Source: an optimization exercise on an open RTL-to-GDS flow (aim: small area and a short achievable clock period). Production flows keep margins and buffers that such runs may drop.
RTL that was checked went through simulation tests only; none was proved equivalent to the original.
Only the layout flow was run in run 7; the RTL was not checked for function there.
Power figures rest on the tool's default switching activity, not on a simulated workload.

`config.mk`:
```
export PLATFORM = sky130hd
export DESIGN_NAME = tanh9slices
export DESIGN_NICKNAME = tanh9slices
export VERILOG_FILES = /design/flow/design.v
export SDC_FILE = /design/flow/constraint.sdc
export NUM_CORES = 4
export LEC_CHECK = 0
export CAP_MARGIN = 20
export CORE_MARGIN = 2
export CORE_UTILIZATION = 40
export SLEW_MARGIN = 20
```
`constraint.sdc`:
```
create_clock -name core_clock -period 8.0 [get_ports {clk}]
set_input_delay 1.6000 -clock core_clock [delete_from_list [all_inputs] [get_ports {clk}]]
set_output_delay 1.6000 -clock core_clock [all_outputs]
set_load 0.01 [all_outputs]
```
`design.v`:
```
`timescale 1ns / 1ps
module tanh9_lane (
    input  wire        clk,
    input  wire [15:0] x,
    output wire [15:0] y
);
    wire        s_in = x[15];
    wire [14:0] ua   = x[14:0] ^ {15{s_in}};
    wire sat_in = ua[14] | ua[13] | (ua[12] & ua[11]);
    wire lo683  = (ua[10:0] < 11'd683);
    wire hi1365 = (~ua[10:0] < 11'd683);
    reg        s1_s, s1_sat, s1_h;
    reg [10:0] s1_u;
    reg        gA, gB, gC, gD, gE;
    always @(posedge clk) begin
        s1_s   <= s_in;
        s1_sat <= sat_in;
        s1_u   <= x[10:0];
        s1_h   <= ua[12];
        gA <= ~sat_in & ~ua[12] & ~ua[11] &  lo683;     
        gB <= ~sat_in & ~ua[12] & ~ua[11] & ~lo683;     
        gC <= ~sat_in & ~ua[12] &  ua[11] & ~hi1365;    
        gD <= ~sat_in & ((~ua[12] & ua[11] & hi1365) | (ua[12] & ~ua[11] & lo683));   
        gE <= ~sat_in & ua[12] & ~ua[11] & ~lo683;     
    end
    wire        s = s1_s;
    wire [10:0] u = s1_u;
    wire gD1 = gD & ~s1_h;
    wire gD2 = gD & s1_h;
    wire p1 = gA | (gC & u[0]);
    wire p2 = (gA & ~u[0]);
    wire gs3 = gD | gE;
    wire p4 = (gs3 & u[0]) | (gC & u[1]) | (gA & ~u[1]);
    wire p5 = (gs3 & u[1]) | (gC & u[2]) | (gA & ~u[2]);
    wire gs6 = ~(gA | s1_sat);
    wire p7 = gA | (gs6 & u[0]);
    wire p8 = (gA & ~u[0]) | (gs3 & u[2]) | (gC & u[3]);
    wire p9 = (gA & ~u[3]);
    wire p10 = (gs6 & u[1]) | (gA & ~u[1]);
    wire p11 = (gs3 & u[3]) | (gC & u[4]) | (gA & ~u[4]);
    wire p12 = (gD & u[0]);
    wire p13 = (gs6 & u[2]) | (gA & ~u[2]);
    wire p14 = (gs3 & u[4]) | (gC & u[5]) | (gA & ~u[5]);
    wire p15 = (gE & u[0]) | (gD & u[1]);
    wire p16 = gA | (gs6 & u[3]);
    wire p17 = (gB & u[0]) | (gA & ~u[0]) | (gs3 & u[5]) | (gC & u[6]);
    wire p18 = (gE & u[1]) | (gD & u[2]) | (gA & ~u[3]);
    wire p19 = (gA & ~u[6]);
    wire p20 = (gA & ~u[1]) | (gs6 & u[4]);
    wire p21 = (gB & u[1]) | (gA & ~u[4]) | (gs3 & u[6]) | (gC & u[7]);
    wire p22 = (gD & u[0]) | (gE & u[2]) | (gA & ~u[7]);
    wire p23 = (gD & u[3]);
    wire p24 = (gA & ~u[2]) | (gs6 & u[5]);
    wire p25 = (gB & u[0]) | (gA & ~u[5]) | (gs3 & u[7]) | (gC & u[8]);
    wire p26 = (gD & u[1]) | (gB & u[2]) | (gE & u[3]) | (gA & ~u[8]);
    wire p27 = (gD & u[4]);
    wire p28 = (gA & ~u[3]) | (gs6 & u[6]);
    wire p29 = (gC & u[0]) | (gB & u[1]) | (gA & ~u[6]) | (gs3 & u[8]);
    wire p30 = (gD & u[2]) | (gB & u[3]) | (gE & u[4]) | (gC & u[9]) | (gA & ~u[9]);
    wire p31 = (gD & u[5]);
    wire p32 = (gA & ~u[10]) | (gs6 & u[7]);
    wire p33 = (gB & u[0]) | (gC & u[1]) | (gA & ~u[4]) | (gs3 & u[9]);
    wire p34 = (gC & u[10]) | (gB & u[2]) | (gD & u[3]) | (gE & u[5]) | (gA & ~u[7]);
    wire p35 = (gB & u[4]) | (gD & u[6]);
    wire p36 = (gA & ~s) | (gs6 & u[8]);
    wire p37 = (gC & s) | (gA & u[0]) | (gB & u[1]) | (gs3 & u[10]);
    wire p38 = (gC & u[2]) | (gB & u[3]) | (gD & u[4]) | (gA & ~u[5]) | (gE & u[6]);
    wire p39 = (gB & u[5]) | (gD & u[7]) | (gA & ~u[8]);
    wire p40 = s1_sat | (gA & ~s) | (gs6 & u[9]);
    wire gs41 = gC | gE | gD1;
    wire p42 = (gs41 & s) | (gA & u[1]) | (gB & u[2]) | (gD2 & u[5]);
    wire p43 = (gC & u[3]) | (gB & u[4]) | (gA & ~u[6]) | (gE & u[7]) | (gD & u[8]);
    wire p44 = (gD2 & ~s) | (gD1 & u[5]) | (gB & u[6]) | (gA & ~u[9]);
    wire gs45 = ~(gB | gC);
    wire gs46 = gB | gC;
    wire p47 = (gs45 & ~s) | (gs46 & u[10]);
    wire p48 = (gC & s) | (gs3 & u[10]) | (gA & ~u[10]) | (gB & u[3]);
    wire p49 = (gA & u[2]) | (gC & u[4]) | (gB & u[5]) | (gD & u[6]) | (gE & u[8]);
    wire p50 = (gB & u[7]) | (gA & ~u[7]) | (gD & u[9]);
    wire gs51 = gB | s1_sat;
    wire p52 = gs41 | (gs51 & s) | (gD2 & u[10]) | (gA & u[3]);
    wire p53 = (gB & u[4]) | (gC & u[5]) | (gD & u[7]) | (gA & ~u[8]) | (gE & u[9]);
    wire p54 = (gD1 & u[10]) | (gB & u[6]);
    wire p55 = (gB & u[8]);
    wire gs56 = gA | gB | s1_sat;
    wire p57 = gC | (gs56 & ~s) | (gE & u[10]) | (gD & u[8]);
    wire p58 = (gD1 & s) | (gA & u[4]) | (gB & u[5]) | (gC & u[6]);
    wire p59 = (gB & u[7]) | (gA & ~u[9]);
    wire p60 = (gB & u[9]);
    wire gs61 = gA | s1_sat | gD2;
    wire p62 = (gB & s) | (gs61 & ~s) | (gC & u[7]) | (gD1 & u[9]);
    wire p63 = (gB & u[10]) | (gA & ~u[10]) | (gD2 & u[9]);
    wire p64 = (gA & u[5]) | (gB & u[6]);
    wire p65 = (gB & u[8]);
    wire gs66 = gC | gD;
    wire gs67 = gE | s1_sat;
    wire p68 = gB | (gs66 & s) | (gs67 & ~s) | (gA & u[6]);
    wire p69 = (gD & u[10]) | (gB & u[7]) | (gC & u[8]);
    wire p70 = (gB & u[9]);
    wire gs71 = gB | gD2;
    wire gs72 = gA | gE | s1_sat;
    wire p73 = gs71 | (gC & s) | (gs72 & ~s);
    wire p74 = (gB & u[10]) | (gA & u[7]) | (gC & u[9]);
    wire p75 = (gB & u[8]);
    wire gs76 = gA | gE | s1_sat | gD1;
    wire p77 = gD2 | (gs46 & s) | (gs76 & ~s);
    wire p78 = (gC & u[10]) | (gA & u[8]) | (gB & u[9]);
    wire gs79 = gC | gD2;
    wire p80 = gs79 | (gs76 & ~s) | (gB & u[10]);
    wire p81 = (gA & u[9]);
    wire p82 = gs79 | (gs76 & ~s);
    wire p83 = (gA & u[10]);
    wire s84 = p16 ^ p17;
    wire c85 = p16 & p17;
    wire s86 = p20 ^ p21 ^ p22;
    wire c87 = (p20 & p21) | (p20 & p22) | (p21 & p22);
    wire s88 = p24 ^ p25 ^ p26;
    wire c89 = (p24 & p25) | (p24 & p26) | (p25 & p26);
    wire s90 = p28 ^ p29 ^ p30;
    wire c91 = (p28 & p29) | (p28 & p30) | (p29 & p30);
    wire s92 = p32 ^ p33 ^ p34;
    wire c93 = (p32 & p33) | (p32 & p34) | (p33 & p34);
    wire s94 = p36 ^ p37 ^ p38;
    wire c95 = (p36 & p37) | (p36 & p38) | (p37 & p38);
    wire s96 = p40 ^ p42 ^ p43;
    wire c97 = (p40 & p42) | (p40 & p43) | (p42 & p43);
    wire s98 = p47 ^ p48 ^ p49;
    wire c99 = (p47 & p48) | (p47 & p49) | (p48 & p49);
    wire s100 = p52 ^ p53 ^ p54;
    wire c101 = (p52 & p53) | (p52 & p54) | (p53 & p54);
    wire s102 = p57 ^ p58 ^ p59;
    wire c103 = (p57 & p58) | (p57 & p59) | (p58 & p59);
    wire s104 = p62 ^ p63 ^ p64;
    wire c105 = (p62 & p63) | (p62 & p64) | (p63 & p64);
    wire s106 = p68 ^ p69;
    wire c107 = p68 & p69;
    wire s108 = p73 ^ p74;
    wire c109 = p73 & p74;
    wire s110 = p7 ^ p8;
    wire c111 = p7 & p8;
    wire s112 = p10 ^ p11 ^ p12;
    wire c113 = (p10 & p11) | (p10 & p12) | (p11 & p12);
    wire s114 = p13 ^ p14 ^ p15;
    wire c115 = (p13 & p14) | (p13 & p15) | (p14 & p15);
    wire s116 = p18 ^ p19 ^ s84;
    wire c117 = (p18 & p19) | (p18 & s84) | (p19 & s84);
    wire s118 = p23 ^ c85 ^ s86;
    wire c119 = (p23 & c85) | (p23 & s86) | (c85 & s86);
    wire s120 = p27 ^ c87 ^ s88;
    wire c121 = (p27 & c87) | (p27 & s88) | (c87 & s88);
    wire s122 = p31 ^ c89 ^ s90;
    wire c123 = (p31 & c89) | (p31 & s90) | (c89 & s90);
    wire s124 = p35 ^ c91 ^ s92;
    wire c125 = (p35 & c91) | (p35 & s92) | (c91 & s92);
    wire s126 = p39 ^ c93 ^ s94;
    wire c127 = (p39 & c93) | (p39 & s94) | (c93 & s94);
    wire s128 = p44 ^ c95 ^ s96;
    wire c129 = (p44 & c95) | (p44 & s96) | (c95 & s96);
    wire s130 = p50 ^ c97 ^ s98;
    wire c131 = (p50 & c97) | (p50 & s98) | (c97 & s98);
    wire s132 = p55 ^ c99 ^ s100;
    wire c133 = (p55 & c99) | (p55 & s100) | (c99 & s100);
    wire s134 = p60 ^ c101 ^ s102;
    wire c135 = (p60 & c101) | (p60 & s102) | (c101 & s102);
    wire s136 = p65 ^ c103 ^ s104;
    wire c137 = (p65 & c103) | (p65 & s104) | (c103 & s104);
    wire s138 = p70 ^ c105 ^ s106;
    wire c139 = (p70 & c105) | (p70 & s106) | (c105 & s106);
    wire s140 = p75 ^ c107 ^ s108;
    wire c141 = (p75 & c107) | (p75 & s108) | (c107 & s108);
    wire s142 = p77 ^ p78 ^ c109;
    wire c143 = (p77 & p78) | (p77 & c109) | (p78 & c109);
    wire s144 = p80 ^ p81;
    wire c145 = p80 & p81;
    wire s146 = p82 ^ p83;
    wire [21:0] ra = {c145, c143, c141, c139, c137, c135, c133, c131, c129, c127, c125, c123, c121, c119, c117, c115, c113, c111, p9, p5, p4, p1};
    wire [21:0] rb = {s146, s144, s142, s140, s138, s136, s134, s132, s130, s128, s126, s124, s122, s120, s118, s116, s114, s112, s110, 1'b0, 1'b0, p2};
    wire [6:0] lo = {1'b0, ra[5:0]} + {1'b0, rb[5:0]};
    reg        s2_s, s2_c;
    reg [21:6] s2_a, s2_b;
    always @(posedge clk) begin
        s2_s <= s; s2_c <= lo[6]; s2_a <= ra[21:6]; s2_b <= rb[21:6];
    end
    wire [21:6] sum = s2_a + s2_b + {15'd0, s2_c};
    wire [10:0] r = sum[21:11];
    reg        s3_s;
    reg [10:0] s3_y;
    always @(posedge clk) begin
        s3_s <= s2_s;
        s3_y <= r;
    end
    assign y = {{5{s3_s}}, s3_y};
endmodule
module tanh9slices (
    input wire clk,
    input wire rst_n,
    input wire signed [15:0] x0_in,
    input wire signed [15:0] x1_in,
    input wire valid_in,
    output wire signed [15:0] y0_out,
    output wire signed [15:0] y1_out,
    output reg valid_out
);
    reg v1, v2;
    always @(posedge clk or negedge rst_n) begin
        if (!rst_n) begin
            v1 <= 1'b0; v2 <= 1'b0; valid_out <= 1'b0;
        end else begin
            v1 <= valid_in; v2 <= v1; valid_out <= v2;
        end
    end
    tanh9_lane lane0 (.clk(clk), .x(x0_in), .y(y0_out));
    tanh9_lane lane1 (.clk(clk), .x(x1_in), .y(y1_out));
endmodule
```
`flow/run.sh`:
```
#!/bin/bash
set -euo pipefail
mapfile -t KNOBS < <(grep -v '^\s*$' flow/knobs.txt)
bash standard.sh "${KNOBS[@]}" finish > flow_make.log 2>&1
```
`flow/knobs.txt`:
```
SETUP_SLACK_MARGIN=5.3
CTS_ARGS=-sink_clustering_enable -repair_clock_nets -buf_list sky130_fd_sc_hd__clkbuf_8 -dont_use_dummy_load
BUFFER_PORTS_ARGS=-buffer_cell sky130_fd_sc_hd__buf_1
```
`standard.sh`:
```
#!/bin/bash
# synth_recipe.tcl (not shown) runs the flow's synth.tcl, then flattens the netlist and writes it again
# the make line also repeats each setting of config.mk as NAME=value (left out here)
make -C /OpenROAD-flow-scripts/flow DESIGN_CONFIG=/design/flow/config.mk WORK_HOME=/design/flow/orfs CLKGATE_MAP_FILE= SYNTH_SCRIPT=/design/flow/synth_recipe.tcl "${@:-finish}"
```
==> results.tsv, run 1 <==
metric	value	unit
outcome	complete, no violations	
cts_buffer_depth	2	
yosysSeqAreaShare	0.349	
insertedDiodeCount	0	
drt-initial-drc-count	402	
htreeDepth	4	
final.min_clock_period	2610	ps
cp.buffers_inverters	1	
gp_congestion	0.911	
setup_viol	0	
io_pins	68	
clkSinkCount	133	
slew_headroom	0.396	
syn_avg_cell_area	9.14	µm²
grt_pass1_wl	27.3	mm
clock_skew	22.8	ps
rsz0062_at_grt	true	
yosys-top-cells-area	dfxtp_1, fa_1, ha_1, a21oi_1, nand2_1	
overflow	0	
die_area	20300	µm²
fin_crit_sh	0.326	
antenna_found_initial	0	
synth.most_common_cell	dfxtp_1	
cts_buffers	17	
use_met3	0.0431	
powerDensity	187	nW/µm²
yosysTopAreaCell	dfxtp_1	
track_usage	0.169	
io_buffers	67	
slowest_stage	dfxtp_1	
cp.arrival	1010	ps
wirelength	16.0	mm
async_flop_share	0.0226	
chipHeight	142	µm
path_cells	buf_1	
use_met1	0.221	
ys_types	54	
p_int	1.08	mW
p_leak	3.81	nW
total_power	1.53	mW
vias	5842	
ys.flop_type	dfxtp_1	
end_kind	primary output	
hold_ws	331	ps
hpwl	12.0	mm
ys_top_cells_by_count	dfxtp_1, nand2_1, a21oi_1, inv_1, clkbuf_1	
post_drt_wl_per_cell	14.7	µm
die_w	142	µm
cp_max_fo	5	
hp-class	flop to flop	
core	18800	µm²
synthesis.area	7670	µm²
power.share.clock	0.258	
drc	0	
clk-insertion-delay-late	440	ps
grt_pass1_vias	5544	
max_cap_violations	0	
fin_setup_tns	0	ps
synthCells	839	
grt_max_degree	32	
cts_tree	yes	
dr.pass1.iters	5	
slew_viol_final	0	
required	6400	ps
sw_frac_of_total	0.294	
worstMarginPinSlew	904	ps
cpLargestDelayFamily	flip-flops	
combPwrFrac	0.209	
path_clk_slew	80	ps
nNetsFinal	993	
drt-vias-per-instance	5.35	
start_util	0.409	
synth_edf_count	0	
nFillCells	1907	
syn_to_final_growth	6.67	%
cts_hold_buf	0	
drive_above_1_share	0.0420	
path_class	flop to primary output	
start_kind	flop	
switchingPower	0.449	mW
busiest_layer	met2	
fmax	384	MHz
synth.top_cell.area_share	0.339	
worst_path_largest_cell_delay	390	ps
cts_root_buf	clkbuf_8	
hold_viol_final	0	
synth-seq-cells	133	
yosys_warnings	2	
seq_power_share	0.533	
placementRows	50	
ant_nets	0	
syn_nets	972	
met2_usage	0.267	
worst_ir_drop_vdd	0.000101	V
[cell type report]
| cell class | count | area, µm² | share of cell area |
|---|---|---|---|
| clock buffer | 17 | 234 | 0.0286 |
| timing repair buffer | 67 | 251 | 0.0307 |
| multi-input combinational | 574 | 4470 | 0.546 |
| tap | 234 | 293 | 0.0358 |
| sequential | 133 | 2690 | 0.328 |
| inverter | 67 | 251 | 0.0307 |
[power groups by stage]
stage          logic, mW  clock network (mW)  registers (mW)
2_1_floorplan      0.235                   0           0.816
3_3_place_gp       0.320                   0           0.827
3_5_place_dp       0.322                   0           0.827
4_1_cts            0.325               0.415           0.813
5_1_grt            0.371               0.441           0.825
6_report           0.320               0.394           0.814
[state kept, by name, indices dropped and copies added (netlist names), 11 cells and up]
signal and count:
lane0.s2_a 16, lane0.s1_u 11, lane0.s3_y 11, lane1.s2_b 16, lane1.s3_y 11, lane1.s1_u 11
lane1.s2_a 16, lane0.s2_b 16
[per-stage QoR]
| stage | std cells | setup WS (ps) | instance area, µm² | util |
|---|---|---|---|---|
| floorplan | 839 | 5400 | 7670 | - |
| global route | 1092 | 5280 | 8180 | 0.436 |
| CTS | 1092 | 5300 | 8170 | 0.435 |
| detailed placement | 1075 | 5200 | 7930 | 0.423 |
| finish | 1092 | 5390 | 8180 | 0.436 |
| global placement | 1075 | 5190 | 7930 | 0.423 |
[placed cells by master, fill, tap and decap left out, types with 16 or more instances in the layout]
| master | n |
|---|---|
| a21o_1 | 17 |
| a21oi_1 | 76 |
| and2_1 | 16 |
| buf_1 | 67 |
| clkbuf_8 | 17 |
| dfxtp_1 | 124 |
| fa_1 | 52 |
| ha_1 | 46 |
| inv_1 | 67 |
| nand2_1 | 86 |
| nand3_1 | 23 |
| nor2_1 | 22 |
| nor2b_1 | 23 |
| nor3_1 | 19 |
| o21ai_0 | 28 |
[metal layers]
metal  vias to the layer above  routed length [µm]
met5                         -                   0
met4                         0                 344
met3                        41                 889
met2                       209                7430
met1                      2691                7340
li1                       2901                   -
[kinds of logic after synthesis]
logic type | share of synthesized area
AO/OA/AOI/OAI | 0.180
buffers and inverters | 0.0695
AND/OR/NAND/NOR | 0.158
flip-flops | 0.349
adder cells (fa/ha/maj) | 0.211
XOR/XNOR | 0.0274
multiplexers | 0.00522
[final timing paths]
kind                            slack, ps  depth (start not counted)                endpoint                from
worst max-delay path                 5390                          1              y0_out[14]  lane0.s3_s$_DFF_P_
worst min-delay path                  330                          0      lane1.s3_s$_DFF_P_  lane1.s2_s$_DFF_P_
worst max register to register       5410                          5  lane0.s2_b[11]$_DFF_P_    lane0.gE$_DFF_P_
worst min register to register        330                          0      lane1.s3_s$_DFF_P_  lane1.s2_s$_DFF_P_
max in group asynchronous            6880                          1            v1$_DFF_PN0_               rst_n
min in group asynchronous             970                          1     valid_out$_DFF_PN0_               rst_n
[what timing repair did]
item,in CTS,in global routing
endpoints found under the setup margin,4,9
resized for setup,3,6
pin swaps,0,0
buffers inserted,0,0
==> inputs of run 2 (changes only) <==
==> flow/knobs.txt (replaced) <==
SETUP_SLACK_MARGIN=5.4
CTS_ARGS=-sink_clustering_enable -repair_clock_nets -buf_list sky130_fd_sc_hd__clkbuf_8 -dont_use_dummy_load
BUFFER_PORTS_ARGS=-buffer_cell sky130_fd_sc_hd__buf_1
==> results.tsv, run 2 <==
metric	value	unit	change
outcome	complete, no violations		
end_kind	primary output		
max_cap_violations	0		unchanged
cp.buffers_inverters	1		unchanged
antenna_found_initial	0		unchanged
chipHeight	142	µm	unchanged
fin_setup_tns	0	ps	unchanged
wirelength	16.2	mm	+1.2%
syn_avg_cell_area	9.14	µm²	unchanged
cp_max_fo	5		unchanged
start_kind	flop		
grt_max_degree	32		unchanged
cpLargestDelayFamily	flip-flops		
r2r-start	lane0.gD$_DFF_P_		
io_pins	68		unchanged
synth-seq-cells	133		unchanged
ant_nets	0		unchanged
dpl-instance-area	7930	µm²	unchanged
insertedDiodeCount	0		unchanged
dr.pass1.iters	6		+1
track_usage	0.170		+0.000538
grt_pass1_vias	5682		+2.5%
final_common_cell	dfxtp_1		
cts_buffer_depth	2		unchanged
nNetsFinal	993		unchanged
fin_area	8220	µm²	+0.41%
syn_to_final_growth	7.11	%	
grt_pass1_wl	27.4	mm	+0.33%
synthesis.area	7670	µm²	unchanged
setup_viol	0		unchanged
path_clk_slew	80	ps	about the same
nFillCells	1884		-1.2%
holdPathEnd	lane1.s3_s$_DFF_P_		
fmax	392	MHz	+2.2%
hold_viol_final	0		unchanged
p_leak	3.84	nW	+0.80%
stdcell_count	1092		unchanged
slowest_stage	dfxtp_2		
async_flop_share	0.0226		unchanged
io_buffers	67		unchanged
cts_tree	yes		
core	18800	µm²	unchanged
cts_buffers	17		unchanged
clkSinkCount	133		unchanged
required	6400	ps	about the same
fin_crit_sh	0.319		-0.00691
yosysSeqAreaShare	0.349		unchanged
slew_headroom	0.502		+0.105
r2r_setup_slack	5520	ps	+110 ps
hpwl	12.0	mm	-0.18%
overflow	0		unchanged
ys_top_cells_by_count	dfxtp_1, nand2_1, a21oi_1, inv_1, clkbuf_1		
rsz0062_at_grt	true		
worst_ir_drop_vdd	0.0000952	V	-6.1%
path_class	flop to primary output		
slew_viol_final	0		unchanged
ys.flop_type	dfxtp_1		
r2r_end	lane0.s2_c$_DFF_P_		
placementRows	50		unchanged
use_met3	0.0384		-0.00471
worst_path_largest_cell_delay	360	ps	-30 ps
busiest_layer	met2		
mostFrequentLayoutCells	dfxtp_1, nand2_1, a21oi_1, inv_1, buf_1		
cts_root_buf	clkbuf_8		
drc	0		unchanged
worst_r2r_path_depth	7		+2
hp-class	flop to flop		
clock_skew	31.9	ps	+9.15 ps
drive_above_1_share	0.0629		+0.0210
met2_usage	0.277		+0.0101
drt-vias-per-instance	5.36		+0.12%
clk-insertion-delay-late	450	ps	about the same
hold_path_startpoint	lane1.s2_s$_DFF_P_		
yosys_warnings	2		unchanged
die_w	142	µm	unchanged
start_util	0.409		unchanged
yosys-top-cells-area	dfxtp_1, fa_1, ha_1, a21oi_1, nand2_1		
startpoint	lane0.s3_s$_DFF_P_		
vias	5849		+0.12%
synth.top_cell.area_share	0.339		unchanged
path_cells	buf_2		
die_area	20300	µm²	unchanged
htreeDepth	4		unchanged
synthCells	839		unchanged
synth_edf_count	0		unchanged
use_met1	0.218		-0.00262
worstMarginPinSlew	746	ps	-158 ps
min_path_cells	0		unchanged
syn_nets	972		unchanged
dp_cells	1075		unchanged
cp.arrival	950	ps	-60 ps
gp_congestion	0.915		+0.43%
powerDensity	186	nW/µm²	-0.18%
final.min_clock_period	2550	ps	-55.3 ps
ys_types	54		unchanged
yosysTopAreaCell	dfxtp_1		
drt-initial-drc-count	380		-5.5%
synth.most_common_cell	dfxtp_1		
post_drt_wl_per_cell	14.8	µm	+1.2%
-- run 2: cell counts after synthesis --
No cell type changed its count.
-- run 2: per-stage QoR --
| stage | setup WS (ps) | power (mW) | utilization | hold WS, ps |
|---|---|---|---|---|
| final | 5450 | 1.53 | 0.438 | 335 |
| after global routing | 5390 | 1.63 | 0.438 | 348 |
| after CTS | 5400 | 1.55 | 0.436 | 343 |
| after detailed placement | 5180 | 1.15 | 0.423 | 315 |
| after global placement | 5200 | 1.15 | 0.423 | 331 |
| after floorplan | 5430 | 1.05 | - | 310 |
-- run 2: timing repair --
| item | 4_1_cts | 5_1_grt |
|---|---|---|
| hold buffers | 0 | 0 |
| setup endpoints to repair | 26 | 23 |
| gates resized for setup | 17 | 12 |
| buffers inserted | 0 | 0 |
-- run 2: how the worst max path moves through the flow --
| stage | to | slack (ps) | depth (start not counted) |
|---|---|---|---|
| after floorplan | lane0.gD$_DFF_P_ | 5430 | 6 |
| after global placement | lane0.gA$_DFF_P_ | 5200 | 7 |
| after detailed placement | lane0.gA$_DFF_P_ | 5180 | 7 |
| after CTS | y1_out[14] | 5400 | 1 |
| after global routing | y0_out[14] | 5390 | 1 |
| final | y0_out[14] | 5450 | 1 |
-- run 2: cell type report --
type | instances | area, µm² | area share
multi-input combinational | 574 | 4480 | 0.546
tap | 234 | 293 | 0.0356
clock buffer | 17 | 234 | 0.0285
timing repair buffer | 67 | 264 | 0.0321
inverter | 67 | 251 | 0.0306
sequential | 133 | 2690 | 0.328
-- run 2: per-layer routing --
layer  wire (µm)  vias up
met5           0        -
met1        7390     2702
met4         372        0
met3         957       36
li1            -     2913
met2        7470      198
-- run 2: where the power goes --
group / total [mW] / leakage (nW) / internal (mW) / switching, mW
logic: 0.322 / 2.60 / 0.139 / 0.184
registers: 0.814 / 1.12 / 0.756 / 0.0580
clock network: 0.395 / 0.122 / 0.186 / 0.208
total: 1.53 / 3.84 / 1.08 / 0.450
-- run 2: cell families (layout without fill, tap and decap cells) --
| logic type | count (synthesis) | in the layout | share of synthesized area |
|---|---|---|---|
| fa+ha+maj | 98 | 98 | 0.211 |
| mux | 4 | 4 | 0.00522 |
| compound gates | 207 | 207 | 0.180 |
| simple gates | 241 | 241 | 0.158 |
| xor+xnor | 24 | 24 | 0.0274 |
| buf+inv | 132 | 151 | 0.0695 |
| flops | 133 | 133 | 0.349 |
==> inputs of run 3 (changes only) <==
==> flow/knobs.txt (replaced) <==
SETUP_SLACK_MARGIN=5.4
CTS_ARGS=-sink_clustering_enable -repair_clock_nets -buf_list sky130_fd_sc_hd__clkbuf_8 -dont_use_dummy_load
BUFFER_PORTS_ARGS=-buffer_cell sky130_fd_sc_hd__buf_2
==> results.tsv, run 3 <==
metric	value	unit	change
outcome	complete, no violations		
mostFrequentLayoutCells	dfxtp_1, nand2_1, a21oi_1, inv_1, buf_2		
post_drt_wl_per_cell	14.7	µm	-0.57%
worst_r2r_path_depth	5		-2
synthesis.area	7670	µm²	unchanged
fin_setup_tns	0	ps	unchanged
worst_path_largest_cell_delay	360	ps	about the same
syn_nets	972		unchanged
fin_crit_sh	0.316		-0.00245
synth-simple-area-share	0.158		unchanged
yosysSeqAreaShare	0.349		unchanged
start_util	0.409		unchanged
hpwl	11.9	mm	-0.45%
yosysTopAreaCell	dfxtp_1		
synth.top_cell.area_share	0.339		unchanged
worst_ir_drop_vdd	0.000108	V	+13%
cp.buffers_inverters	1		unchanged
switchingPower	0.453	mW	+0.65%
cts_setup_buffers	0		unchanged
hp-class	flop to flop		
grt_pass1_vias	5637		-0.79%
ys_top_cells_by_count	dfxtp_1, nand2_1, a21oi_1, inv_1, clkbuf_1		
seq_power_share	0.526		-0.006
path_clk_slew	80	ps	about the same
io_buffers	67		unchanged
slowest_stage	dfxtp_2		
synth_edf_count	0		unchanged
synth_top_family_by_area	adder cells		
drt-initial-drc-count	370		-2.6%
htreeDepth	4		unchanged
p_leak	4.00	nW	+4.1%
yosys_warnings	2		unchanged
final.min_clock_period	2530	ps	-19.6 ps
insertedDiodeCount	0		unchanged
core	18800	µm²	unchanged
cts_buffers	17		unchanged
antenna_found_initial	0		unchanged
rsz0062_at_grt	true		
r2r_setup_slack	5520	ps	about the same
dr.pass1.iters	5		-1
min_path_cells	0		unchanged
syn_avg_cell_area	9.14	µm²	unchanged
fin_util	0.441		+0.00353
path_cells	buf_2		
setup_viol	0		unchanged
cts_tree	yes		
worstMarginPinSlew	731	ps	-15.8 ps
syn_to_final_growth	7.98	%	
wirelength	16.1	mm	-0.57%
max_cap_violations	0		unchanged
r2r-start	lane0.gD$_DFF_P_		
hold_path_startpoint	lane1.s2_s$_DFF_P_		
synthCells	839		unchanged
required	6400	ps	about the same
ant_nets	0		unchanged
synth-xor-area-share	0.0274		unchanged
cts_root_buf	clkbuf_8		
synth-seq-cells	133		unchanged
slew_headroom	0.512		+0.0105
ys.flop_type	dfxtp_1		
yosys-top-cells-area	dfxtp_1, fa_1, ha_1, a21oi_1, nand2_1		
ys_types	54		unchanged
clkSinkCount	133		unchanged
cp.arrival	930	ps	-20 ps
start_kind	flop		
power.share.clock	0.259		about the same
overflow	0		unchanged
grt_max_degree	32		unchanged
synth_compound_area_frac	0.180		unchanged
combPwrFrac	0.216		+0.005
p_int	1.09	mW	+1.1%
powerDensity	187	nW/µm²	+0.18%
track_usage	0.167		-0.00234
gp_congestion	0.904		-1.3%
cp_max_fo	5		unchanged
synth.most_common_cell	dfxtp_1		
drc	0		unchanged
synthMuxAreaShare	0.00522		unchanged
vias	5785		-1.1%
startpoint	lane0.s3_s$_DFF_P_		
grt_pass1_wl	27.0	mm	-1.2%
die_w	142	µm	unchanged
slew_viol_final	0		unchanged
hold_viol_final	0		unchanged
critical_path_depth	1		unchanged
cts_buffer_depth	2		unchanged
final_common_cell	dfxtp_1		
path_class	flop to primary output		
nNetsFinal	993		unchanged
synthAdderAreaFrac	0.211		unchanged
fmax	395	MHz	+0.77%
end_kind	primary output		
io_pins	68		unchanged
sw_frac_of_total	0.293		-0.000991
drt-vias-per-instance	5.30		-1.1%
clk-insertion-delay-late	440	ps	about the same
chipHeight	142	µm	unchanged
drive_above_1_share	0.129		+0.0664
placementRows	50		unchanged
cpLargestDelayFamily	flip-flops		
die_area	20300	µm²	unchanged
async_flop_share	0.0226		unchanged
clock_skew	24.8	ps	-7.11 ps
## run 3: cell counts after synthesis
Identical to the previous run, type by type.
## run 3: metal layers
metal / global-route usage / vias to the layer above / wire [µm]
met5: 0 / - / 0
met4: 0.0662 / 0 / 360
met3: 0.0421 / 42 / 891
met2: 0.269 / 198 / 7470
met1: 0.216 / 2642 / 7380
li1: - / 2903 / -
## run 3: final timing paths
path / endpoint
worst max-delay path: y0_out[13]
worst min-delay path: lane1.s3_s$_DFF_P_
worst max register to register: lane0.s2_b[11]$_DFF_P_
worst min register to register: lane1.s3_s$_DFF_P_
max in group asynchronous: v1$_DFF_PN0_
min in group asynchronous: valid_out$_DFF_PN0_
## run 3: logic make-up after synthesis
| kind of cell | Yosys count |
|---|---|
| buffers and inverters | 132 |
| AND/OR/NAND/NOR | 241 |
| multiplexers | 4 |
| adder cells (fa/ha/maj) | 98 |
| XOR/XNOR | 24 |
| AO/OA/AOI/OAI | 207 |
| flip-flops | 133 |
## run 3: area by class of cell
type / instances / area (µm²)
Fill cell: 1843 / 10500
Timing Repair Buffer: 67 / 335
Sequential cell: 133 / 2690
Inverter: 67 / 251
Clock buffer: 17 / 234
Multi-Input combinational cell: 574 / 4480
Tap cell: 234 / 293
## run 3: timing repair
item                       CTS  global route
gates resized for setup      8            11
setup endpoints to repair   25            17
hold buffers                 0             0
## run 3: power by group through the flow
stage,Clock [mW],Sequential (mW),Combinational (mW)
3_3_place_gp,0,0.826,0.334
3_5_place_dp,0,0.826,0.336
4_1_cts,0.421,0.812,0.338
6_report,0.400,0.813,0.333
5_1_grt,0.446,0.824,0.382
2_1_floorplan,0,0.816,0.235
## run 3: through the flow
step	worst slack (ps)	instance area (µm²)	total power [mW]	std cells	hold slack, ps
after global placement	5190	8020	1.16	1075	317
after CTS	5380	8260	1.57	1092	333
final	5470	8280	1.55	1092	327
after floorplan	5430	7670	1.05	839	310
after detailed placement	5160	8020	1.16	1075	312
after global routing	5400	8280	1.65	1092	338
==> inputs of run 4 (changes only) <==
==> flow/run.sh (replaced) <==
#!/bin/bash
set -euo pipefail
mapfile -t KNOBS < <(grep -v '^\s*$' flow/knobs.txt)
bash standard.sh "${KNOBS[@]}" "PRE_GLOBAL_PLACE_TCL=$PWD/flow/ports.tcl" finish > flow_make.log 2>&1
==> flow/knobs.txt (replaced) <==
SETUP_SLACK_MARGIN=5.5
CTS_ARGS=-sink_clustering_enable -repair_clock_nets -root_buf sky130_fd_sc_hd__clkbuf_16 -buf_list sky130_fd_sc_hd__clkbuf_8 -dont_use_dummy_load
BUFFER_PORTS_ARGS=-inputs -buffer_cell sky130_fd_sc_hd__buf_1
==> flow/ports.tcl (new file) <==
# Buffer the output ports (ORFS's buffer_ports call then buffers the inputs).
buffer_ports -outputs -buffer_cell sky130_fd_sc_hd__buf_2
==> results.tsv, run 4 <==
metric	value	unit	change
final_common_cell	dfxtp_1		
r2r-start	lane0.gD$_DFF_P_		
slew_viol_final	0		unchanged
synth-seq-cells	133		unchanged
drt-vias-per-instance	5.44		+2.6%
p_leak	3.79	nW	-5.3%
fin_setup_tns	0	ps	unchanged
worst_r2r_path_depth	7		+2
worst_path_largest_cell_delay	470	ps	+110 ps
r2r_setup_slack	5510	ps	about the same
ant_nets	0		unchanged
synth_edf_count	0		unchanged
cts_buffers	17		unchanged
slowest_stage	dfxtp_2		
yosys_warnings	2		unchanged
synth-xor-area-share	0.0274		unchanged
cp.buffers_inverters	0		-1
syn_nets	972		unchanged
clkSinkCount	133		unchanged
hpwl	12.0	mm	+0.26%
io_buffers	67		unchanged
yosysTopAreaCell	dfxtp_1		
placementRows	50		unchanged
outcome	complete, no violations		
grt_pass1_wl	27.2	mm	+0.53%
rsz0062_at_grt	true		
drc	0		unchanged
overflow	0		unchanged
fmax	402	MHz	+1.8%
cts_tree	yes		
htreeDepth	4		unchanged
gp_congestion	0.903		about the same
yosys-top-cells-area	dfxtp_1, fa_1, ha_1, a21oi_1, nand2_1		
clock_skew	26.4	ps	+1.54 ps
syn_to_final_growth	5.87	%	
cp_max_fo	26		+21
async_flop_share	0.0226		unchanged
fin_area	8120	µm²	-1.9%
core	18800	µm²	unchanged
holdPathEnd	lane1.s3_s$_DFF_P_		
synth_top_family_by_area	adder cells		
synthMuxAreaShare	0.00522		unchanged
drive_above_1_share	0.0606		-0.0688
dpl-instance-area	7810	µm²	-2.5%
fin_crit_sh	0.311		-0.00562
grt_max_degree	32		unchanged
path_clk_slew	80	ps	about the same
final.min_clock_period	2490	ps	-45.0 ps
slew_headroom	0.563		+0.0506
hp-class	flop to flop		
syn_avg_cell_area	9.14	µm²	unchanged
insertedDiodeCount	0		unchanged
nNetsFinal	960		-3.3%
powerDensity	187	nW/µm²	+0.36%
die_area	20300	µm²	unchanged
ys_types	54		unchanged
synth.most_common_cell	dfxtp_1		
mostFrequentLayoutCells	dfxtp_1, nand2_1, a21oi_1, inv_1, fa_1		
worst_ir_drop_vdd	0.0000941	V	-12%
die_w	142	µm	unchanged
grt_pass1_vias	5588		-0.87%
dr.pass1.iters	7		+2
chipHeight	142	µm	unchanged
hold_path_startpoint	lane1.s2_s$_DFF_P_		
path_class	flop to flop		
path_cells	or2_2 -> a221o_1 -> ha_1 -> ha_1 -> a31o_2 -> a21o_1 -> a21o_1		
io_pins	68		unchanged
synthAdderAreaFrac	0.211		unchanged
hold_viol_final	0		unchanged
hold_ws	339	ps	+12.0 ps
yosysSeqAreaShare	0.349		unchanged
cts_buffer_depth	2		unchanged
synthesis.area	7670	µm²	unchanged
start_kind	flop		
ys_top_cells_by_count	dfxtp_1, nand2_1, a21oi_1, inv_1, clkbuf_1		
synthCells	839		unchanged
worstMarginPinSlew	655	ps	-75.8 ps
synth-simple-area-share	0.158		unchanged
start_util	0.409		unchanged
r2r_end	lane0.s2_c$_DFF_P_		
ys.flop_type	dfxtp_1		
antenna_found_initial	0		unchanged
clk-insertion-delay-late	370	ps	-70 ps
synth_compound_area_frac	0.180		unchanged
cp.arrival	2730	ps	+1800 ps
min_path_cells	0		unchanged
setup_viol	0		unchanged
post_drt_wl_per_cell	15.2	µm	+3.3%
wirelength	16.1	mm	+0.18%
synth.top_cell.area_share	0.339		unchanged
max_cap_violations	0		unchanged
vias	5756		-0.50%
drt-initial-drc-count	447		+21%
cts_root_buf	clkbuf_16		
end_kind	flop		
cpLargestDelayFamily	compound AO/OA/AOI/OAI gates		
track_usage	0.168		+0.000991
required	8240	ps	+1840 ps
run 4: cell counts after synthesis:
No cell type changed its count.
run 4: metrics by stage:
step           power, mW  std cells  utilization  setup WS [ps]
6_report            1.52       1059        0.433           5510
5_1_grt             1.62       1059        0.433           5410
4_1_cts             1.55       1059        0.431           5430
3_5_place_dp        1.13       1042        0.416           5190
3_3_place_gp        1.12       1042        0.416           5230
2_1_floorplan       1.05        839            -           5440
run 4: layout make-up:
type / instances / area [µm²]
clock buffers: 17 / 245
fillers: 1846 / 10600
inverters: 67 / 251
multi-input cells: 574 / 4500
flip-flops and latches: 133 / 2700
well taps: 234 / 293
repair buffers: 34 / 129
run 4: cells by family after synthesis:
kind of cell	after synthesis
and+or+nand+nor	241
buffers and inverters	132
muxes	4
xor gates and xnor gates	24
DFF	133
adders and majority gates	98
AOI/OAI and AO/OA	207
run 4: layer usage:
layer,global-route usage,part of all wire,up-vias
li1,-,-,2838
met1,0.223,0.46,2670
met2,0.269,0.46,223
met3,0.0380,0.060,25
met4,0.0625,0.018,0
met5,0,0,-
run 4: worst max path at each step:
stage	startpoint	to	slack, ps	cells past startpoint
6_report	lane0.gD$_DFF_P_	lane0.s2_c$_DFF_P_	5510	7
3_3_place_gp	x1_in[15]	lane1.gA$_DFF_P_	5230	6
4_1_cts	lane0.gC$_DFF_P_	lane0.s2_c$_DFF_P_	5430	8
5_1_grt	lane0.gD$_DFF_P_	lane0.s2_b[11]$_DFF_P_	5410	5
2_1_floorplan	x0_in[1]	lane0.gD$_DFF_P_	5440	6
3_5_place_dp	x1_in[15]	lane1.gA$_DFF_P_	5190	6
run 4: repair_timing:
item                                    CTS  global route
setup buffers                             0             0
resized for setup                        15            13
endpoints found under the setup margin   47            40
hold buffers                              0             0
run 4: where the power goes:
group | internal [mW] | switching, mW | total [mW]
clock network | 0.199 | 0.208 | 0.408
registers | 0.757 | 0.0847 | 0.841
logic | 0.122 | 0.150 | 0.272
==> inputs of run 5 (changes only) <==
==> flow/knobs.txt (replaced) <==
SETUP_SLACK_MARGIN=5.4
CTS_ARGS=-sink_clustering_enable -repair_clock_nets -root_buf sky130_fd_sc_hd__clkbuf_16 -buf_list sky130_fd_sc_hd__clkbuf_8 -dont_use_dummy_load
BUFFER_PORTS_ARGS=-inputs -buffer_cell sky130_fd_sc_hd__buf_1
==> results.tsv, run 5 <==
metric	value	unit	change
synthCells	839		unchanged
fmax	404	MHz	+0.46%
yosysSeqAreaShare	0.349		unchanged
grt_pass1_vias	5643		+0.98%
core	18800	µm²	unchanged
syn_nets	972		unchanged
cts_buffers	17		unchanged
hpwl	11.9	mm	-0.96%
fin_setup_tns	0	ps	unchanged
synth.most_common_cell	dfxtp_1		
final.min_clock_period	2470	ps	-11.4 ps
nNetsFinal	960		unchanged
antenna_found_initial	0		unchanged
cts_root_buf	clkbuf_16		
die_w	142	µm	unchanged
gp_congestion	0.890		-1.4%
stdcell_count	1059		unchanged
placementRows	50		unchanged
path_clk_slew	80	ps	about the same
final_common_cell	dfxtp_1		
syn_to_final_growth	5.63	%	
total_power	1.52	mW	about the same
io_pins	68		unchanged
ys_types	54		unchanged
synth-seq-cells	133		unchanged
vias	5760		+0.069%
dp_cells	1042		unchanged
mostFrequentLayoutCells	dfxtp_1, nand2_1, a21oi_1, inv_1, fa_1		
clock_skew	30.5	ps	+4.10 ps
io_buffers	67		unchanged
yosys_warnings	2		unchanged
dr.pass1.iters	5		-2
worstMarginPinSlew	726	ps	+71.2 ps
rsz0062_at_grt	false		
hold_viol_final	0		unchanged
synthesis.area	7670	µm²	unchanged
post_drt_wl_per_cell	15.2	µm	-0.30%
slew_viol_final	0		unchanged
ys.flop_type	dfxtp_1		
place_worst_setup_slack	5200	ps	+14.4 ps
grt_pass1_wl	27.5	mm	+1.0%
register_area	2690	µm²	-0.28%
synth.top_cell.area_share	0.339		unchanged
outcome	complete, no violations		
start_kind	flop		
setup_viol	0		unchanged
htreeDepth	4		unchanged
yosysTopAreaCell	dfxtp_1		
cts_tree	yes		
drt-initial-drc-count	419		-6.3%
clk-insertion-delay-late	370	ps	about the same
hp-class	flop to flop		
required	8220	ps	-20 ps
grt_max_degree	32		unchanged
cts_hold_buf	0		unchanged
clkSinkCount	133		unchanged
drive_above_1_share	0.0558		-0.00485
fin_crit_sh	0.309		-0.00142
cp_max_fo	11		-58%
wirelength	16.1	mm	-0.30%
cts_buffer_depth	2		unchanged
p_leak	3.79	nW	about the same
syn_avg_cell_area	9.14	µm²	unchanged
worst_ir_drop_vdd	0.000106	V	+13%
nFillCells	1866		+1.1%
track_usage	0.169		+0.000930
yosys-top-cells-area	dfxtp_1, fa_1, ha_1, a21oi_1, nand2_1		
cp.arrival	2700	ps	-30 ps
synth_edf_count	0		unchanged
path_class	flop to flop		
ys_top_cells_by_count	dfxtp_1, nand2_1, a21oi_1, inv_1, clkbuf_1		
max_cap_violations	0		unchanged
drt-vias-per-instance	5.44		about the same
drc	0		unchanged
insertedDiodeCount	0		unchanged
setup_slack	5530	ps	+11.4 ps
chipHeight	142	µm	unchanged
powerDensity	188	nW/µm²	+0.19%
multi_input_area	4490	µm²	-0.22%
start_util	0.409		unchanged
die_area	20300	µm²	unchanged
async_flop_share	0.0226		unchanged
slew_headroom	0.515		-0.0475
end_kind	flop		
overflow	0		unchanged
ant_nets	0		unchanged
run 5: cell counts after synthesis:
No cell type changed its count.
run 5: cell families after synthesis:
family / Yosys count / share of synthesized area
and+or+nand+nor: 241 / 0.158
xor gates and xnor gates: 24 / 0.0274
DFF: 133 / 0.349
AOI/OAI and AO/OA: 207 / 0.180
buffers and inverters: 132 / 0.0695
muxes: 4 / 0.00522
adders and majority gates: 98 / 0.211
run 5: path summary, 6_finish.rpt:
path,slack (ps),cells after the start,end,start
setup / recovery,5530,5,lane1.s2_b[11]$_DFF_P_,lane1.s1_u[5]$_DFF_P_
hold / removal,310,0,lane1.s3_s$_DFF_P_,lane1.s2_s$_DFF_P_
setup reg to reg,5530,5,lane1.s2_b[11]$_DFF_P_,lane1.s1_u[5]$_DFF_P_
hold reg to reg,310,0,lane1.s3_s$_DFF_P_,lane1.s2_s$_DFF_P_
max in group asynchronous,6820,1,v1$_DFF_PN0_,rst_n
min in group asynchronous,1030,1,valid_out$_DFF_PN0_,rst_n
run 5: critical path, stage by stage (launching register included):
cell,delay [ps]
dfxtp_1,630
nor2b_1,170
a2111oi_1,560
fa_1,500
inv_1,80
fa_1,400
run 5: timing repair:
item | in CTS | in global routing
resized for setup | 10 | 11
buffers inserted | 0 | 0
setup endpoints to repair | 29 | 11
run 5: layout make-up:
class / count / area share
Clock buffer: 17 / 0.0303
Tap cell: 234 / 0.0361
Multi-Input combinational cell: 574 / 0.555
Sequential cell: 133 / 0.332
Timing Repair Buffer: 34 / 0.0158
Inverter: 67 / 0.0310
run 5: metrics by stage:
step | util | area, µm² | hold slack [ps]
floorplan | - | 7670 | 310
finish | 0.432 | 8100 | 315
CTS | 0.430 | 8070 | 318
global route | 0.432 | 8100 | 326
detailed placement | 0.416 | 7810 | 317
global placement | 0.416 | 7810 | 317
run 5: layer usage:
metal	up-vias	part of all wire	wire length [µm]	global-route usage
li1	2829	-	-	-
met5	-	0	0	0
met4	0	0.023	371	0.0651
met3	38	0.061	973	0.0458
met2	229	0.46	7370	0.270
met1	2664	0.46	7370	0.219
run 5: power by group:
group / switching, mW / internal [mW]
combinational: 0.149 / 0.122
sequential: 0.0846 / 0.757
clock: 0.209 / 0.199
total: 0.443 / 1.08
==> inputs of run 6 (changes only) <==
==> flow/knobs.txt (replaced) <==
SETUP_SLACK_MARGIN=5.4
CTS_ARGS=-sink_clustering_enable -repair_clock_nets -root_buf sky130_fd_sc_hd__clkbuf_16 -buf_list sky130_fd_sc_hd__clkbuf_4 -dont_use_dummy_load
BUFFER_PORTS_ARGS=-inputs -buffer_cell sky130_fd_sc_hd__buf_1
==> results.tsv, run 6 <==
metric	value	unit	change
busiest_layer	met2		
r2r_setup_slack	5420	ps	-100 ps
io_pins	68		unchanged
worst_path_largest_cell_delay	590	ps	-40 ps
fin_setup_tns	0	ps	unchanged
hold_viol_final	0		unchanged
powerDensity	178	nW/µm²	-5.2%
multi_input_area	4470	µm²	-0.42%
cts_tree	yes		
dr.pass1.iters	6		+1
final_common_cell	dfxtp_1		
synth.most_common_cell	dfxtp_1		
ys_top_cells_by_count	dfxtp_1, nand2_1, a21oi_1, inv_1, clkbuf_1		
r2r-start	lane0.gB$_DFF_P_		
die_area	20300	µm²	unchanged
power.share.clock	0.219		-0.049
max_cap_violations	0		unchanged
fin_crit_sh	0.322		+0.0126
grt_pass1_vias	5645		+0.035%
placementRows	50		unchanged
cts_buffer_depth	2		unchanged
clock_skew	43.3	ps	+12.8 ps
seq_power_share	0.591		+0.038
nNetsFinal	960		unchanged
grt_max_degree	32		unchanged
nFillCells	1878		+0.64%
synth_edf_count	0		unchanged
path_class	flop to flop		
synth.top_cell.area_share	0.339		unchanged
synthesis.area	7670	µm²	unchanged
async_flop_share	0.0226		unchanged
rsz0062_at_grt	true		
yosysTopAreaCell	dfxtp_1		
holdPathEnd	lane1.s3_s$_DFF_P_		
path_common_cell	fa_1		
cts_hold_buf	0		unchanged
hpwl	11.9	mm	unchanged
cp_max_fo	22		+11
switchingPower	0.429	mW	-3.2%
start_kind	flop		
yosys_warnings	2		unchanged
syn_to_final_growth	4.13	%	
gp_congestion	0.890		unchanged
min_path_cells	0		unchanged
yosys-top-cells-area	dfxtp_1, fa_1, ha_1, a21oi_1, nand2_1		
p_leak	3.74	nW	-1.2%
cts_buffers	17		unchanged
worst_ir_drop_vdd	0.0000882	V	-17%
syn_nets	972		unchanged
met2_usage	0.270		about the same
outcome	complete, no violations		
hold_ws	309	ps	-6.21 ps
vias	5794		+0.59%
chipHeight	142	µm	unchanged
wirelength	16.0	mm	-0.52%
use_met3	0.0468		+0.00101
io_buffers	67		unchanged
slew_headroom	0.524		+0.00861
required	8230	ps	about the same
path_cells	o21ai_0 -> nand2_1 -> a2111oi_1 -> fa_1 -> inv_1 -> fa_1		
die_w	142	µm	unchanged
worst_r2r_path_depth	6		+1
fmax	388	MHz	-3.9%
track_usage	0.169		about the same
path_clk_slew	90	ps	about the same
drt-vias-per-instance	5.47		+0.59%
worstMarginPinSlew	713	ps	-12.9 ps
use_met1	0.220		+0.00148
startpoint	lane0.gB$_DFF_P_		
p_int	0.993	mW	-7.9%
end_kind	flop		
synth-seq-cells	133		unchanged
cp.arrival	2810	ps	+110 ps
register_area	2700	µm²	+0.14%
slew_viol_final	0		unchanged
htreeDepth	4		unchanged
final.min_clock_period	2580	ps	+101 ps
hold_path_startpoint	lane1.s2_s$_DFF_P_		
syn_avg_cell_area	9.14	µm²	unchanged
r2r_end	lane0.s2_b[14]$_DFF_P_		
drive_above_1_share	0.0533		-0.00242
synthCells	839		unchanged
clk-insertion-delay-late	370	ps	about the same
cts_root_buf	clkbuf_16		
drt-initial-drc-count	421		+0.48%
ys_types	54		unchanged
start_util	0.409		unchanged
grt_pass1_wl	27.4	mm	-0.30%
post_drt_wl_per_cell	15.1	µm	-0.52%
drc	0		unchanged
setup_viol	0		unchanged
hp-class	flop to flop		
insertedDiodeCount	0		unchanged
ant_nets	0		unchanged
fin_area	7990	µm²	-1.4%
mostFrequentLayoutCells	dfxtp_1, nand2_1, a21oi_1, inv_1, fa_1		
ys.flop_type	dfxtp_1		
overflow	0		unchanged
slowest_stage	a2111oi_1		
dpl-instance-area	7810	µm²	unchanged
antenna_found_initial	0		unchanged
sw_frac_of_total	0.302		+0.0104
clkSinkCount	133		unchanged
yosysSeqAreaShare	0.349		unchanged
combPwrFrac	0.190		+0.012
core	18800	µm²	unchanged
## run 6: cell count changes in the layout (fill, tap and decap cells not counted)
cell       before  now
a221oi_1        5    6
a2111oi_1       1    3
a2111oi_2       2    0
or2_2           4    5
a221oi_2        2    1
clkbuf_8       16    0
clkbuf_4        0   16
or2_4           1    0
dfxtp_4         0    1
dfxtp_1       119  118
## run 6: cell families after synthesis
group / Yosys count / share of synthesized area
buffers and inverters: 132 / 0.0695
and+or+nand+nor: 241 / 0.158
muxes: 4 / 0.00522
xor gates and xnor gates: 24 / 0.0274
DFF: 133 / 0.349
AOI/OAI and AO/OA: 207 / 0.180
adders and majority gates: 98 / 0.211
## run 6: critical path, delay by kind of cell, from the launching register on
kind | cells | cell delay (ps)
adder cells (fa/ha/maj) | 2 | 900
AND/OR/NAND/NOR | 1 | 70
AO/OA/AOI/OAI | 2 | 850
buffers and inverters | 1 | 80
flip-flops | 1 | 550
## run 6: worst max path at each step
stage | end | slack [ps]
after global routing | lane0.s2_b[14]$_DFF_P_ | 5290
after global placement | lane0.gA$_DFF_P_ | 5200
final | lane0.s2_b[14]$_DFF_P_ | 5420
after detailed placement | lane1.gA$_DFF_P_ | 5200
after floorplan | lane0.gD$_DFF_P_ | 5430
after CTS | lane1.s2_b[11]$_DFF_P_ | 5410
## run 6: layer usage
metal	part of all wire	up-vias	wire length (µm)
li1	-	2840	-
met1	0.46	2677	7360
met2	0.46	238	7290
met3	0.063	39	1010
met4	0.021	0	334
met5	0	-	0
## run 6: area by class of cell
type / count / share of cell area
multi-input combinational: 574 / 0.560
sequential: 133 / 0.337
tap: 234 / 0.0367
inverter: 67 / 0.0315
clock buffer: 17 / 0.0182
timing repair buffer: 34 / 0.0160
## run 6: timing repair
action | CTS | global route
gates resized for setup | 10 | 9
setup endpoints to repair | 30 | 13
buffers inserted | 0 | 0
## run 6: power by group through the flow
stage / sequential (mW) / clock (mW) / combinational (mW)
floorplan: 0.816 / 0 / 0.235
CTS: 0.841 / 0.334 / 0.275
finish: 0.840 / 0.311 / 0.271
detailed placement: 0.856 / 0 / 0.272
global placement: 0.856 / 0 / 0.268
global route: 0.852 / 0.360 / 0.315
## run 6: stage by stage
| step | util | setup WS, ps | power (mW) | std cells |
|---|---|---|---|---|
| 2_1_floorplan | - | 5430 | 1.05 | 839 |
| 3_3_place_gp | 0.416 | 5200 | 1.12 | 1042 |
| 3_5_place_dp | 0.416 | 5200 | 1.13 | 1042 |
| 4_1_cts | 0.424 | 5410 | 1.45 | 1059 |
| 5_1_grt | 0.426 | 5290 | 1.53 | 1059 |
| 6_report | 0.426 | 5420 | 1.42 | 1059 |
==> inputs of run 7 (changes only) <==
--- a/design.v
+++ b/design.v
@@ -82,7 +82,7 @@
     wire p53 = (gB & u[4]) | (gC & u[5]) | (gD & u[7]) | (gA & ~u[8]) | (gE & u[9]);
     wire p54 = (gD1 & u[10]) | (gB & u[6]);
     wire p55 = (gB & u[8]);
-    wire gs56 = gA | gB | s1_sat;
+    wire gs56 = ~(gC | gD | gE);
     wire p57 = gC | (gs56 & ~s) | (gE & u[10]) | (gD & u[8]);
     wire p58 = (gD1 & s) | (gA & u[4]) | (gB & u[5]) | (gC & u[6]);
     wire p59 = (gB & u[7]) | (gA & ~u[9]);
@@ -98,7 +98,7 @@
     wire p69 = (gD & u[10]) | (gB & u[7]) | (gC & u[8]);
     wire p70 = (gB & u[9]);
     wire gs71 = gB | gD2;
-    wire gs72 = gA | gE | s1_sat;
+    wire gs72 = ~(gB | gC | gD);
     wire p73 = gs71 | (gC & s) | (gs72 & ~s);
     wire p74 = (gB & u[10]) | (gA & u[7]) | (gC & u[9]);
     wire p75 = (gB & u[8]);
==> flow/knobs.txt (replaced) <==
SETUP_SLACK_MARGIN=5.4
CTS_ARGS=-sink_clustering_enable -repair_clock_nets -buf_list sky130_fd_sc_hd__clkbuf_8 -dont_use_dummy_load
BUFFER_PORTS_ARGS=-inputs -buffer_cell sky130_fd_sc_hd__buf_1
==> results.tsv, run 7 <==
metric	value	unit	change
insertedDiodeCount	0		unchanged
ys_types	66		+22%
die_w	143	µm	+0.33%
setup_viol	0		unchanged
cp.arrival	920	ps	-1890 ps
required	6400	ps	-1830 ps
grt_pass1_vias	5622		-0.41%
power.share.clock	0.259		+0.040
yosys_warnings	2		unchanged
max_cap_violations	0		unchanged
drt-initial-drc-count	462		+9.7%
final.min_clock_period	2520	ps	-53.3 ps
clk-insertion-delay-late	440	ps	+70 ps
powerDensity	187	nW/µm²	+4.8%
cts_root_buf	clkbuf_8		
ant_nets	0		unchanged
fin_setup_tns	0	ps	unchanged
worst_ir_drop_vdd	0.0000920	V	+4.3%
cts_buffers	17		unchanged
hpwl	12.2	mm	+2.4%
wirelength	16.2	mm	+1.4%
synthesis.area	7720	µm²	+0.69%
nNetsFinal	975		+1.6%
post_drt_wl_per_cell	14.8	µm	-2.4%
mostFrequentLayoutCells	dfxtp_1, nand2_1, inv_1, a21oi_1, fa_1		
placementRows	50		unchanged
critical_path_depth	0		-6
slew_viol_final	0		unchanged
sw_frac_of_total	0.299		-0.00290
track_usage	0.169		+0.000244
ys_top_cells_by_count	dfxtp_1, nand2_1, inv_1, a21oi_1, fa_1		
yosysSeqAreaShare	0.347		-0.00238
clock_skew	25.6	ps	-17.6 ps
cts_tree	yes		
grt_max_degree	30		-6.3%
cp_max_fo	5		-77%
synth-seq-cells	133		unchanged
drive_above_1_share	0.0595		+0.00619
outcome	complete, no violations		
rsz0062_at_grt	true		
cts_buffer_depth	2		unchanged
p_leak	3.85	nW	+2.8%
antenna_found_initial	0		unchanged
nFillCells	1888		+0.53%
end_kind	primary output		
slew_headroom	0.498		-0.0264
die_area	20400	µm²	+0.67%
synthCells	847		+0.95%
io_pins	68		unchanged
ys.flop_type	dfxtp_1		
hold_viol_final	0		unchanged
chipHeight	143	µm	+0.33%
yosys-top-cells-area	dfxtp_1, fa_1, ha_1, nand2_1, a21oi_1		
synth.most_common_cell	dfxtp_1		
core	18800	µm²	+0.33%
fin_crit_sh	0.315		-0.00667
drc	0		unchanged
synth_edf_count	0		unchanged
io_buffers	67		unchanged
syn_to_final_growth	5.67	%	
path_clk_slew	60	ps	-30 ps
vias	5801		+0.12%
min_path_cells	0		unchanged
seq_power_share	0.551		-0.040
switchingPower	0.455	mW	+6.1%
syn_nets	980		+0.82%
gp_congestion	0.899		+1.1%
start_util	0.410		+0.00143
ctsResizeCount	6		-4
overflow	0		unchanged
final_common_cell	dfxtp_1		
async_flop_share	0.0226		unchanged
cts_setup_buffers	0		unchanged
hp-class	flop to flop		
worstMarginPinSlew	753	ps	+39.6 ps
syn_avg_cell_area	9.12	µm²	-0.27%
htreeDepth	4		unchanged
fin_area	8160	µm²	+2.2%
start_kind	flop		
dpl-instance-area	7910	µm²	+1.3%
clkSinkCount	133		unchanged
cts_hold_buf	0		unchanged
grt_pass1_wl	27.5	mm	+0.30%
combPwrFrac	0.190		about the same
synth.top_cell.area_share	0.337		-0.00231
path_class	flop to primary output		
dr.pass1.iters	5		-1
yosysTopAreaCell	dfxtp_1		
p_int	1.07	mW	+7.6%
drt-vias-per-instance	5.27		-3.6%
worst_r2r_path_depth	7		+1
fmax	396	MHz	+2.1%
[run 7: cell count changes in the layout (fill, tap and decap cells not counted), sizes merged, moves of 5 or more]
| cell | before | now |
|---|---|---|
| nor2b | 23 | 28 |
| a22oi | 11 | 19 |
| nor3 | 19 | 12 |
| nor4 | 6 | 1 |
| nand3b | 8 | 1 |
| nor2 | 22 | 40 |
| a21oi | 76 | 71 |
| nand2 | 86 | 95 |
[run 7: stage by stage]
stage / total power, mW / instances / hold WS [ps] / util / setup WS (ps)
after floorplan: 1.07 / 847 / 310 / - / 5540
after global placement: 1.14 / 1083 / 312 / 0.420 / 5290
after detailed placement: 1.14 / 1083 / 318 / 0.420 / 5270
after CTS: 1.55 / 1100 / 331 / 0.433 / 5450
after global routing: 1.63 / 1100 / 338 / 0.433 / 5350
final: 1.52 / 1100 / 328 / 0.433 / 5480
[run 7: power groups by stage]
| stage | Combinational (mW) | Sequential [mW] | Clock [mW] |
|---|---|---|---|
| 2_1_floorplan | 0.255 | 0.818 | 0 |
| 3_3_place_gp | 0.286 | 0.853 | 0 |
| 3_5_place_dp | 0.291 | 0.854 | 0 |
| 4_1_cts | 0.293 | 0.839 | 0.415 |
| 5_1_grt | 0.336 | 0.851 | 0.441 |
| 6_report | 0.290 | 0.839 | 0.395 |
[run 7: cells by family after synthesis]
| kind of cell | after synthesis | share of synthesized area |
|---|---|---|
| xor+xnor | 27 | 0.0306 |
| mux | 2 | 0.00259 |
| buf+inv | 128 | 0.0682 |
| compound gates | 212 | 0.191 |
| simple gates | 247 | 0.152 |
| fa+ha+maj | 98 | 0.209 |
| flops | 133 | 0.347 |
[run 7: final timing paths]
| path | from | to | slack (ps) |
|---|---|---|---|
| setup / recovery | lane1.s3_s$_DFF_P_ | y1_out[11] | 5480 |
| hold / removal | lane0.s2_s$_DFF_P_ | lane0.s3_s$_DFF_P_ | 330 |
| setup reg to reg | lane1.gD$_DFF_P_ | lane1.s2_c$_DFF_P_ | 5530 |
| hold reg to reg | lane0.s2_s$_DFF_P_ | lane0.s3_s$_DFF_P_ | 330 |
| max in group asynchronous | rst_n | v1$_DFF_PN0_ | 6890 |
| min in group asynchronous | rst_n | valid_out$_DFF_PN0_ | 960 |
[run 7: cell type report]
type / instances / area (µm²) / share of cell area
Sequential cell: 133 / 2690 / 0.330
Multi-Input combinational cell: 586 / 4520 / 0.554
Tap cell: 260 / 325 / 0.0399
Timing Repair Buffer: 34 / 128 / 0.0156
Inverter: 70 / 263 / 0.0322
Clock buffer: 17 / 234 / 0.0287
[run 7: layer usage]
metal  vias up  GRT usage  part of all wire
li1       2851          -                 -
met1      2679      0.221              0.45
met2       233      0.278              0.47
met3        38     0.0379             0.064
met4         0     0.0558             0.019
met5         -          0                 0
==> inputs of run 8 (changes only) <==
--- a/design.v
+++ b/design.v
@@ -82,7 +82,7 @@
     wire p53 = (gB & u[4]) | (gC & u[5]) | (gD & u[7]) | (gA & ~u[8]) | (gE & u[9]);
     wire p54 = (gD1 & u[10]) | (gB & u[6]);
     wire p55 = (gB & u[8]);
-    wire gs56 = ~(gC | gD | gE);
+    wire gs56 = gA | gB | s1_sat;
     wire p57 = gC | (gs56 & ~s) | (gE & u[10]) | (gD & u[8]);
     wire p58 = (gD1 & s) | (gA & u[4]) | (gB & u[5]) | (gC & u[6]);
     wire p59 = (gB & u[7]) | (gA & ~u[9]);
@@ -98,7 +98,7 @@
     wire p69 = (gD & u[10]) | (gB & u[7]) | (gC & u[8]);
     wire p70 = (gB & u[9]);
     wire gs71 = gB | gD2;
-    wire gs72 = ~(gB | gC | gD);
+    wire gs72 = gA | gE | s1_sat;
     wire p73 = gs71 | (gC & s) | (gs72 & ~s);
     wire p74 = (gB & u[10]) | (gA & u[7]) | (gC & u[9]);
     wire p75 = (gB & u[8]);
==> results.tsv, run 8 <==
metric	value	unit	change
insertedDiodeCount	0		unchanged
chipHeight	142	µm	-0.33%
die_area	20300	µm²	-0.66%
drt-initial-drc-count	422		-8.7%
use_met1	0.218		-0.00299
hold_viol_final	0		unchanged
core	18800	µm²	-0.33%
slew_headroom	0.512		+0.0143
hpwl	11.9	mm	-2.4%
yosys-top-cells-area	dfxtp_1, fa_1, ha_1, a21oi_1, nand2_1		
syn_nets	972		-0.82%
cts_hold_buf	0		unchanged
rsz0062_at_grt	false		
path_class	flop to primary output		
met2_usage	0.270		-0.00803
yosys_warnings	2		unchanged
busiest_layer	met2		
worst_ir_drop_vdd	0.000106	V	+15%
final.min_clock_period	2520	ps	-1.60 ps
dpl-instance-area	7810	µm²	-1.3%
drc	0		unchanged
cts_buffers	17		unchanged
cts_tree	yes		
start_util	0.409		-0.00143
synth.most_common_cell	dfxtp_1		
startpoint	lane0.s3_s$_DFF_P_		
drt-vias-per-instance	5.44		+3.1%
max_cap_violations	0		unchanged
p_leak	3.78	nW	-1.7%
io_buffers	67		unchanged
fmax	397	MHz	about the same
drive_above_1_share	0.0570		-0.00255
nFillCells	1865		-1.2%
worstMarginPinSlew	731	ps	-21.4 ps
r2r_setup_slack	5530	ps	about the same
grt_pass1_wl	27.5	mm	about the same
dr.pass1.iters	5		unchanged
place_worst_setup_slack	5200	ps	-69.1 ps
setup_viol	0		unchanged
ant_nets	0		unchanged
vias	5758		-0.74%
stdcell_count	1059		-3.7%
worst_r2r_path_depth	7		unchanged
end_kind	primary output		
synth_edf_count	0		unchanged
ys.flop_type	dfxtp_1		
post_drt_wl_per_cell	15.2	µm	+2.8%
die_w	142	µm	-0.33%
dp_cells	1042		-3.8%
setup_slack	5480	ps	+1.60 ps
mostFrequentLayoutCells	dfxtp_1, nand2_1, a21oi_1, inv_1, fa_1		
fin_setup_tns	0	ps	unchanged
antenna_found_initial	0		unchanged
required	6400	ps	about the same
yosysTopAreaCell	dfxtp_1		
overflow	0		unchanged
clkSinkCount	133		unchanged
ys_types	54		-18%
syn_avg_cell_area	9.14	µm²	+0.27%
holdPathEnd	lane1.s3_s$_DFF_P_		
final_common_cell	dfxtp_1		
total_power	1.51	mW	-1.0%
grt_pass1_vias	5645		+0.41%
syn_to_final_growth	5.50	%	
async_flop_share	0.0226		unchanged
path_clk_slew	60	ps	about the same
use_met3	0.0458		+0.00787
cts_root_buf	clkbuf_8		
cts_buffer_depth	2		unchanged
r2r-start	lane0.gD$_DFF_P_		
ys_top_cells_by_count	dfxtp_1, nand2_1, a21oi_1, inv_1, clkbuf_1		
start_kind	flop		
fin_area	8090	µm²	-0.84%
wirelength	16.1	mm	-1.1%
track_usage	0.170		+0.000328
min_path_cells	0		unchanged
clock_skew	31.6	ps	+5.97 ps
synthesis.area	7670	µm²	-0.68%
yosysSeqAreaShare	0.349		+0.00238
synth.top_cell.area_share	0.339		+0.00231
synthCells	839		-0.94%
io_pins	68		unchanged
htreeDepth	4		unchanged
grt_max_degree	32		+6.7%
placementRows	50		unchanged
slew_viol_final	0		unchanged
hold_path_startpoint	lane1.s2_s$_DFF_P_		
hp-class	flop to flop		
synth-seq-cells	133		unchanged
gp_congestion	0.890		-1.1%
clk-insertion-delay-late	440	ps	about the same
nNetsFinal	960		-1.5%
fin_crit_sh	0.315		about the same
r2r_end	lane0.s2_c$_DFF_P_		
cp_max_fo	5		unchanged
outcome	complete, no violations		
cp.arrival	920	ps	about the same
powerDensity	186	nW/µm²	-0.16%
-- run 8: cell types whose count changed in the layout (fill, tap and decap cells not counted), moves of 7 or more --
cell,before,now
a21oi_1,68,76
nand3b_1,1,8
nand2_1,95,86
a22oi_1,19,11
nor2_1,40,20
nor3_1,12,19
-- run 8: kinds of logic after synthesis --
| family | synth area share |
|---|---|
| simple gates | 0.158 |
| compound gates | 0.180 |
| buf+inv | 0.0695 |
| fa+ha+maj | 0.211 |
| flops | 0.349 |
| xor+xnor | 0.0274 |
| mux | 0.00522 |
-- run 8: metrics by stage --
step	hold slack, ps	utilization
after floorplan	310	-
after global placement	317	0.416
after detailed placement	317	0.416
after CTS	319	0.429
after global routing	327	0.431
final	316	0.431
-- run 8: final cells by class --
cell class	instances	area, µm²	share of cell area
Timing Repair Buffer	34	128	0.0158
Multi-Input combinational cell	574	4490	0.555
Sequential cell	133	2690	0.333
Inverter	67	251	0.0311
Clock buffer	17	234	0.0289
Tap cell	234	293	0.0362
-- run 8: where the power goes --
part / total, mW / switching (mW) / leakage (nW) / internal (mW)
logic: 0.271 / 0.149 / 2.54 / 0.122
registers: 0.842 / 0.0846 / 1.12 / 0.757
clock network: 0.395 / 0.209 / 0.122 / 0.186
total: 1.51 / 0.443 / 3.78 / 1.07
-- run 8: how the worst max path moves through the flow --
stage               depth (start not counted)                endpoint  slack [ps]
floorplan                                   6        lane0.gD$_DFF_P_        5430
detailed placement                          6        lane1.gA$_DFF_P_        5200
global placement                            7        lane0.gA$_DFF_P_        5200
finish                                      0              y0_out[12]        5480
CTS                                         6  lane1.s2_b[11]$_DFF_P_        5430
global route                                0              y0_out[12]        5420
-- run 8: worst reg2reg max path, stage by stage (launching register included) --
cell and delay [ps]:
dfxtp_2 460, or2_2 470, a221o_1 330, ha_1 280, ha_1 290, a31o_2 200
a21o_1 170, a21o_1 160
-- run 8: what timing repair did --
| action | in CTS | in global routing |
|---|---|---|
| resized for setup | 10 | 12 |
| setup buffers | 0 | 0 |
| setup endpoints to repair | 29 | 11 |
| pin swaps | 0 | 0 |
-- run 8: metal layers --
metal	vias to the layer above	wire length, µm
li1	2832	-
met1	2674	7400
met4	0	378
met2	218	7350
met5	-	0
met3	34	932

Check on run 8: ideal ports give 5.480 ns setup slack; a clkbuf_16 on the clock port and buf_2 on the inputs give 5.436 ns; moving port delays by the midpoint clock arrival (0.471 ns) as well gives 5.201 ns.
